Background: an optimization exercise with open tools, aiming at small area and a short achievable clock period. Do not read the settings as production practice.
In this exercise RTL edits were held to simulation tests only and were not proved equivalent to the original.
No activity file was given, so power comes from the tool's default toggle rates.

## run 1
## TIMER_TOP
module TIMER_TOP (
	input  wire        sys_clk,
	input  wire        sys_rst_n,
	input  wire        tim_psel,
	input  wire        tim_write,
	input  wire        tim_penable,
	input  wire [11:0] tim_paddr,
	input  wire [31:0] tim_pwdata,
	output wire [31:0] tim_prdata,
	input  wire [3:0]  tim_pstrb,
	output wire        tim_pready,
	output wire        tim_int,
	input  wire        dbg_mode
);
	reg apb_wait;    
	reg rdy_rd;      
	reg rdy_wr;      
	always @(posedge sys_clk or negedge sys_rst_n) begin
		if (~sys_rst_n) begin
			apb_wait <= 1'b0;
			rdy_rd   <= 1'b0;
			rdy_wr   <= 1'b0;
		end else begin
			apb_wait <= tim_psel & ~tim_penable;
			rdy_rd   <= apb_wait & ~tim_write;
			rdy_wr   <= apb_wait &  tim_write;
		end
	end
	assign tim_pready = rdy_rd | rdy_wr;
	reg sel_tcr, sel_tdr0, sel_tdr1, sel_tcmp0, sel_tcmp1, sel_tier, sel_tisr, sel_thcsr;
	wire addr_hi0 = (tim_paddr[11:5] == 7'd0) & (tim_paddr[1:0] == 2'd0);
	wire [31:0] wdata = tim_pwdata & {{8{tim_pstrb[3]}}, {8{tim_pstrb[2]}}, {8{tim_pstrb[1]}}, {8{tim_pstrb[0]}}};
	wire we_tcr   = rdy_wr & sel_tcr;
	wire we_tdr0  = rdy_wr & sel_tdr0;
	wire we_tdr1  = rdy_wr & sel_tdr1;
	wire we_tcmp0 = rdy_wr & sel_tcmp0;
	wire we_tcmp1 = rdy_wr & sel_tcmp1;
	wire we_tier  = rdy_wr & sel_tier;
	wire we_tisr  = rdy_wr & sel_tisr;
	wire we_thcsr = rdy_wr & sel_thcsr;
	reg       timer_en;
	reg       div_en;
	reg [3:0] div_val;
	wire tcr_same   = {wdata[11:8], wdata[1]} == {div_val, div_en};
	wire tcr_gt8    = wdata[11] & (|wdata[10:8]);
	wire tcr_en_we  = we_tcr & tcr_same;
  ...
Size: ~1,000 cells after synthesis, roughly 190 flip-flops, about 88 I/O pins, ~0.0094 mm² of cells after synthesis.
Settings: LEC_CHECK=0, CAP_MARGIN=20, CORE_MARGIN=2, CORE_UTILIZATION=40, CTS_BUF_LIST=sky130_fd_sc_hd__clkbuf_8, SETUP_SLACK_MARGIN=2.9, SLEW_MARGIN=20; clock period 5.5 ns.
standard.sh (not shown) runs the stock make flow with config.mk's settings and CLKGATE_MAP_FILE= SYNTH_SCRIPT=/design/flow/synth_recipe.tcl, a recipe that flattens the netlist after the stock synthesis.
==> flow/flow/run.sh <==
#!/bin/bash
set -euo pipefail
WD=$PWD
export BUFFER_PORTS_ARGS="-buffer_cell sky130_fd_sc_hd__buf_1"
if [[ -f flow/abc.script ]]; then
  rm -rf "$WD/scripts_abc"
  cp -r "$FLOW_HOME/scripts" "$WD/scripts_abc"
  cp flow/abc.script "$WD/scripts_abc/abc_speed.script"
  bash standard.sh "SCRIPTS_DIR=$WD/scripts_abc" synth > synth_flow.log 2>&1
fi
bash standard.sh "BUFFER_PORTS_ARGS=$BUFFER_PORTS_ARGS" finish > standard_flow.log 2>&1
==> flow/flow/abc.script <==
&get -n
&st
&dch
&nf
&put
Run 1 completed; timing, DRC and antenna clean
## Diff of input files: run 2 against run 1
==> flow/flow/run.sh <==
#!/bin/bash
set -euo pipefail
WD=$PWD
CLUSTER=$(cat flow/cts_cluster_size 2>/dev/null || echo 30)
CTS_EXTRA=$(cat flow/cts_extra 2>/dev/null || true)
export BUFFER_PORTS_ARGS="-buffer_cell sky130_fd_sc_hd__buf_1"
export CTS_ARGS="-sink_clustering_enable -repair_clock_nets -buf_list sky130_fd_sc_hd__clkbuf_8 -dont_use_dummy_load -sink_clustering_size $CLUSTER $CTS_EXTRA"
if [[ -f flow/abc.script ]]; then
  rm -rf "$WD/scripts_abc"
  cp -r "$FLOW_HOME/scripts" "$WD/scripts_abc"
  cp flow/abc.script "$WD/scripts_abc/abc_speed.script"
  bash standard.sh "SCRIPTS_DIR=$WD/scripts_abc" synth > synth_flow.log 2>&1
fi
bash standard.sh "BUFFER_PORTS_ARGS=$BUFFER_PORTS_ARGS" "CTS_ARGS=$CTS_ARGS" finish > standard_flow.log 2>&1
--- a/flow/config.mk
+++ b/flow/config.mk
@@ -8,6 +8,6 @@
 export CAP_MARGIN = 20
 export CORE_MARGIN = 2
-export CORE_UTILIZATION = 40
-export CTS_BUF_LIST = sky130_fd_sc_hd__clkbuf_8
+export CORE_UTILIZATION = 70
+export PLACE_DENSITY = 0.85
 export SETUP_SLACK_MARGIN = 2.9
 export SLEW_MARGIN = 20
--- outcome ---
The total die area in run 2 was lower than what run 1 gave.
Run 2 vs. run 1: total power fell by 0.00018 W, via count went up by 442, internal portion of total power now smaller, number of placement rows now smaller, setup slack at placement up 0.083 ns.
Number of sequential storage elements delta (run 2 -> run 1): insignificant
As far as count of cell instances traversed by the critical path goes, run 2 and run 1 are indistinguishable; the numbers are identical.
The following lists how run 3 was set up differently from run 2:
==> flow/flow/cts_cluster_size (new file) <==
30
==> flow/flow/cts_extra (new file) <==
-sink_buffer_max_cap_derate 0.2
--- a/flow/config.mk
+++ b/flow/config.mk
@@ -8,6 +8,5 @@
 export CAP_MARGIN = 20
 export CORE_MARGIN = 2
-export CORE_UTILIZATION = 70
-export PLACE_DENSITY = 0.85
+export CORE_UTILIZATION = 40
 export SETUP_SLACK_MARGIN = 2.9
 export SLEW_MARGIN = 20
Findings:
Run 3 | status: complete | timing, DRC, antenna: pass
Run 3 — die area 72% higher, run 2 as reference
Compared with run 2, number of global-route vias before repair in run 3 increased slightly.
Number of nets in the synthesized netlist of run 3 is on par with run 2.
Delta (run 3 minus run 2): clock power share increased by 0.9 points relative to the old numbers, insertion delay to the later sink of the worst-skew pair roughly the same, register fraction of the total cell area lost 1.1 points.
Initial antenna violation count: run 3 vs run 2 up 1
Run 3 ends up with a vias after detailed routing that is 546 lower than in run 2.
Input changes introduced in run 4 (baseline for comparison: run 3):
==> flow/flow/run.sh <==
#!/bin/bash
set -euo pipefail
WD=$PWD
export BUFFER_PORTS_ARGS="-buffer_cell sky130_fd_sc_hd__buf_1"
if [[ -f flow/abc.script ]]; then
  rm -rf "$WD/scripts_abc"
  cp -r "$FLOW_HOME/scripts" "$WD/scripts_abc"
  cp flow/abc.script "$WD/scripts_abc/abc_speed.script"
  bash standard.sh "SCRIPTS_DIR=$WD/scripts_abc" synth > synth_flow.log 2>&1
fi
bash standard.sh "BUFFER_PORTS_ARGS=$BUFFER_PORTS_ARGS" finish > standard_flow.log 2>&1
==> flow/flow/abc.script <==
strash
dch
amap
topo
--- a/flow/config.mk
+++ b/flow/config.mk
@@ -9,4 +9,5 @@
 export CORE_MARGIN = 2
 export CORE_UTILIZATION = 40
+export CTS_BUF_LIST = sky130_fd_sc_hd__clkbuf_8
 export SETUP_SLACK_MARGIN = 2.9
 export SLEW_MARGIN = 20
removed: flow/flow/cts_cluster_size
removed: flow/flow/cts_extra
==> comparison <==
The run showing the smaller number of clock-tree buffers in the layout is run 3.
[compare] base=run 3 new=run 4: register area shows no meaningful change; total stage count of the critical path higher.
Edits applied to the flow inputs when going from run 4 to run 5:
==> flow/flow/run.sh <==
#!/bin/bash
set -euo pipefail
WD=$PWD
CLUSTER=$(cat flow/cts_cluster_size 2>/dev/null || echo 30)
CTS_EXTRA=$(cat flow/cts_extra 2>/dev/null || true)
export BUFFER_PORTS_ARGS="-buffer_cell sky130_fd_sc_hd__buf_1"
export CTS_ARGS="-sink_clustering_enable -repair_clock_nets -buf_list sky130_fd_sc_hd__clkbuf_8 -dont_use_dummy_load -sink_clustering_size $CLUSTER $CTS_EXTRA"
if [[ -f flow/abc.script ]]; then
  rm -rf "$WD/scripts_abc"
  cp -r "$FLOW_HOME/scripts" "$WD/scripts_abc"
  cp flow/abc.script "$WD/scripts_abc/abc_speed.script"
  bash standard.sh "SCRIPTS_DIR=$WD/scripts_abc" synth > synth_flow.log 2>&1
fi
bash standard.sh "BUFFER_PORTS_ARGS=$BUFFER_PORTS_ARGS" "CTS_ARGS=$CTS_ARGS" finish > standard_flow.log 2>&1
==> flow/flow/abc.script <==
&get -n
&st
&dch
&nf
&put
--- a/flow/config.mk
+++ b/flow/config.mk
@@ -8,6 +8,6 @@
 export CAP_MARGIN = 20
 export CORE_MARGIN = 2
-export CORE_UTILIZATION = 40
-export CTS_BUF_LIST = sky130_fd_sc_hd__clkbuf_8
+export CORE_UTILIZATION = 55
+export PLACE_DENSITY = 0.7
 export SETUP_SLACK_MARGIN = 2.9
 export SLEW_MARGIN = 20
==> comparison <==
Run 4 → run 5: global-route wire length before repair decreased about 14%; clock buffer instance count of the final layout lost 3; total of plain and repair buffers excluding clock buffers now sits lower.
Looking at part of the power in the clock network, run 5 sits 0.8 points lower than run 4 does.
Run 5 ends up with a worst hold slack that is 0.0076 ns higher than in run 4.
For met2 layer wire length in the routed design, dividing the value from run 4 by the value from run 5 gives 1.2.
[compare] base=run 4 new=run 5: buffer count from post-CTS setup fixing shows a reduction of 47, post-synthesis instance total shows an increase of about 0.6%.
Run 5 against run 4: sequential power share went up 8.9 points; synthesized area went up 330 µm²; timing-limited maximum frequency went up about 33%.
### run 5 -> run 6
--- a/flow/config.mk
+++ b/flow/config.mk
@@ -8,6 +8,5 @@
 export CAP_MARGIN = 20
 export CORE_MARGIN = 2
-export CORE_UTILIZATION = 55
-export PLACE_DENSITY = 0.7
+export CORE_UTILIZATION = 40
 export SETUP_SLACK_MARGIN = 2.9
 export SLEW_MARGIN = 20
Notes after the runs:
Run 6 ended with every stage complete and zero timing, DRC or antenna violations.
Run 5 → run 6: internal power has remained practically unchanged, number of DRC markers after the initial detailed-route iteration has decreased, number of cells traversed by the worst register-to-register path has increased.
Post-synthesis instance area: run 6 vs run 5 identical

==> static timing again, ports no longer ideal <==
No port has a modelled driver above. Below, the same layouts with a new extraction and two added sets of constraints.
Step 1: set_driving_cell puts a clkbuf_16 on sys_clk and a buf_2 on each other input, an assumption about the parent block.
Step 2, shift: input delay + t, output delay - t, t = (earliest + latest rising clock arrival at the registers) / 2. This alone moves slack from input paths to output paths.
Three values: ideal, step 1, step 2; two values: the first two.
| run | shift t [ns] | setup slack, ns | slew at the worst register clock pin (ns) | worst slew at a driven data input, ns | cell pins on the clock port's net |
|---|---|---|---|---|---|
| run 1 | 0.514 | 2.921 / 2.883 / 2.420 | 0.12 / 0.12 | 0.05 | 1 |
| run 2 | 0.500 | 2.918 / 2.878 / 2.447 | 0.09 / 0.09 | 0.07 | 1 |
| run 3 | 0.504 | 2.921 / 2.883 / 2.494 | 0.11 / 0.11 | 0.06 | 1 |
| run 4 | 0.518 | 2.054 / 2.050 / 1.532 | 0.10 / 0.10 | 0.06 | 1 |
| run 5 | 0.499 | 2.912 / 2.864 / 2.445 | 0.10 / 0.10 | 0.06 | 1 |
| run 6 | 0.504 | 2.921 / 2.883 / 2.494 | 0.11 / 0.11 | 0.06 | 1 |
After both steps every run listed still meets setup and hold. For run 4, which loses most, drivers alone change the setup slack by -0.004 ns; drivers and shift together by -0.522 ns.
